This design comes from an exercise in tuning for small area and a short achievable clock period on the open sky130 flow, not from production work.
Only simulation tests tie the RTL to the original design; equivalence was not proved.

==> module panda_rf_decode, before the edit <==
module panda_rf_decode #(
  parameter bit Gate = 1'b0
) (
  input  logic [ 4:0] addr_i,
  input  logic [31:1] ready_i,
  input  logic        gate_i,
  output logic [31:1] sel_o
);
  logic [ 3:0] lo_n;     
  logic [ 7:0] hi_n;     
  logic [31:1] rdy_n;    
  logic [4:0] addr_n;
  panda_rf_inv i_inv (.a_i(addr_i), .y_no(addr_n));
  panda_rf_predec i_predec (.addr_i(addr_i), .addr_ni(addr_n), .lo_no(lo_n), .hi_no(hi_n));
  panda_rf_ready #(.Gate(Gate)) i_ready (.ready_i(ready_i), .gate_i(gate_i), .rdy_no(rdy_n));
  panda_rf_sel i_sel (.lo_ni(lo_n), .hi_ni(hi_n), .rdy_ni(rdy_n), .sel_o(sel_o));
endmodule
==> module panda_rf_inv, before the edit <==
module panda_rf_inv (
  input  logic [4:0] a_i,
  output logic [4:0] y_no
);
  assign y_no = ~a_i;
endmodule
==> module panda_rf_predec, before the edit <==
module panda_rf_predec (
  input  logic [4:0] addr_i,
  input  logic [4:0] addr_ni,
  output logic [3:0] lo_no,
  output logic [7:0] hi_no
);
  for (genvar k = 0; k < 4; k++) begin : g_lo
    assign lo_no[k] = ~((k & 1 ? addr_i[0] : addr_ni[0]) &
                        (k & 2 ? addr_i[1] : addr_ni[1]));
  end
  for (genvar m = 0; m < 8; m++) begin : g_hi
    assign hi_no[m] = ~((m & 1 ? addr_i[2] : addr_ni[2]) &
                        (m & 2 ? addr_i[3] : addr_ni[3]) &
                        (m & 4 ? addr_i[4] : addr_ni[4]));
  end
endmodule
==> module panda_rf_ready, before the edit <==
module panda_rf_ready #(
  parameter bit Gate = 1'b0
) (
  input  logic [31:1] ready_i,
  input  logic        gate_i,
  output logic [31:1] rdy_no
);
  if (Gate) begin : g_gated
    assign rdy_no = ~ready_i | {31{gate_i}};
  end else begin : g_plain
    assign rdy_no = ~ready_i;
  end
endmodule
==> module panda_rf_sel, before the edit <==
module panda_rf_sel (
  input  logic [ 3:0] lo_ni,
  input  logic [ 7:0] hi_ni,
  input  logic [31:1] rdy_ni,
  output logic [31:1] sel_o
);
  for (genvar i = 1; i < 32; i++) begin : g_sel
    assign sel_o[i] = ~(lo_ni[i % 4] | hi_ni[i / 4] | rdy_ni[i]);
  end
endmodule
Settings: LEC_CHECK=0, CAP_MARGIN=20, CORE_MARGIN=2, CORE_UTILIZATION=40, CTS_CLUSTER_DIAMETER=80, CTS_CLUSTER_SIZE=24, SETUP_SLACK_MARGIN=3.0, SLEW_MARGIN=20, SYNTH_HIERARCHICAL=1, TNS_END_PERCENT=10; clock period 7.5 ns.
run.sh (not shown) runs the stock make flow with config.mk's settings and CLKGATE_MAP_FILE= SYNTH_SCRIPT=/design/flow/synth_recipe.tcl, a recipe that flattens the netlist after the stock synthesis.
==> next run, changes <==
--- a/flow/design.v
+++ b/flow/design.v
@@ -407,62 +407,16 @@
   input  logic [ 4:0] addr_i,
   input  logic [31:1] ready_i,
   input  logic        gate_i,
   output logic [31:1] sel_o
 );
-  logic [ 3:0] lo_n;     
-  logic [ 7:0] hi_n;     
-  logic [31:1] rdy_n;    
-  logic [4:0] addr_n;
-  panda_rf_inv i_inv (.a_i(addr_i), .y_no(addr_n));
-  panda_rf_predec i_predec (.addr_i(addr_i), .addr_ni(addr_n), .lo_no(lo_n), .hi_no(hi_n));
-  panda_rf_ready #(.Gate(Gate)) i_ready (.ready_i(ready_i), .gate_i(gate_i), .rdy_no(rdy_n));
-  panda_rf_sel i_sel (.lo_ni(lo_n), .hi_ni(hi_n), .rdy_ni(rdy_n), .sel_o(sel_o));
-endmodule
-module panda_rf_inv (
-  input  logic [4:0] a_i,
-  output logic [4:0] y_no
-);
-  assign y_no = ~a_i;
-endmodule
-module panda_rf_predec (
-  input  logic [4:0] addr_i,
-  input  logic [4:0] addr_ni,
-  output logic [3:0] lo_no,
-  output logic [7:0] hi_no
-);
-  for (genvar k = 0; k < 4; k++) begin : g_lo
-    assign lo_no[k] = ~((k & 1 ? addr_i[0] : addr_ni[0]) &
-                        (k & 2 ? addr_i[1] : addr_ni[1]));
-  end
-  for (genvar m = 0; m < 8; m++) begin : g_hi
-    assign hi_no[m] = ~((m & 1 ? addr_i[2] : addr_ni[2]) &
-                        (m & 2 ? addr_i[3] : addr_ni[3]) &
-                        (m & 4 ? addr_i[4] : addr_ni[4]));
-  end
-endmodule
-module panda_rf_ready #(
-  parameter bit Gate = 1'b0
-) (
-  input  logic [31:1] ready_i,
-  input  logic        gate_i,
-  output logic [31:1] rdy_no
-);
-  if (Gate) begin : g_gated
-    assign rdy_no = ~ready_i | {31{gate_i}};
-  end else begin : g_plain
-    assign rdy_no = ~ready_i;
-  end
-endmodule
-module panda_rf_sel (
-  input  logic [ 3:0] lo_ni,
-  input  logic [ 7:0] hi_ni,
-  input  logic [31:1] rdy_ni,
-  output logic [31:1] sel_o
-);
   for (genvar i = 1; i < 32; i++) begin : g_sel
-    assign sel_o[i] = ~(lo_ni[i % 4] | hi_ni[i / 4] | rdy_ni[i]);
+    if (Gate) begin : g_gated
+      assign sel_o[i] = (addr_i == i) & ready_i[i] & ~gate_i;
+    end else begin : g_plain
+      assign sel_o[i] = (addr_i == i) & ready_i[i];
+    end
   end
 endmodule
 module panda_exec (
   input  logic        clk_i,
   input  logic        rst_ni,
What happened:
- The new run went through all stages and came out clean
- worst setup slack improved by 31 ps
- critical path depth came out higher by 1
- fmax came out higher by 0.65%
- final cell count came out lower by 1.3%
- clock-buffer cell count came out lower by 11

[re-timing with driven ports]
How much do the figures lean on ideal ports? The routed layouts below were timed once more, with nothing changed but the port constraints.
Step 1 (the two cells are an assumption about what drives the block):
set clk [get_ports {clk_i}]
set_driving_cell -lib_cell sky130_fd_sc_hd__clkbuf_16 $clk
set_driving_cell -lib_cell sky130_fd_sc_hd__buf_2 [delete_from_list [all_inputs] $clk]
Step 2 also shifts input and output timing later by t, the mid clock arrival at the registers, as if the neighbouring blocks saw the same clock.
Three values: ideal ports, drivers, drivers and shift; two values: the first two.
run	t, ns	setup WS [ns]	hold WS [ns]
the first run	0.792	2.722 / 2.670 / 1.879	0.527 / 0.527 / 0.527
the second run	0.769	2.753 / 2.762 / 1.993	0.516 / 0.516 / 0.516
After both steps every run listed still meets setup and hold. The setup slack of the first run, which loses most, moves by -0.052 ns with the drivers and by -0.843 ns with both steps.
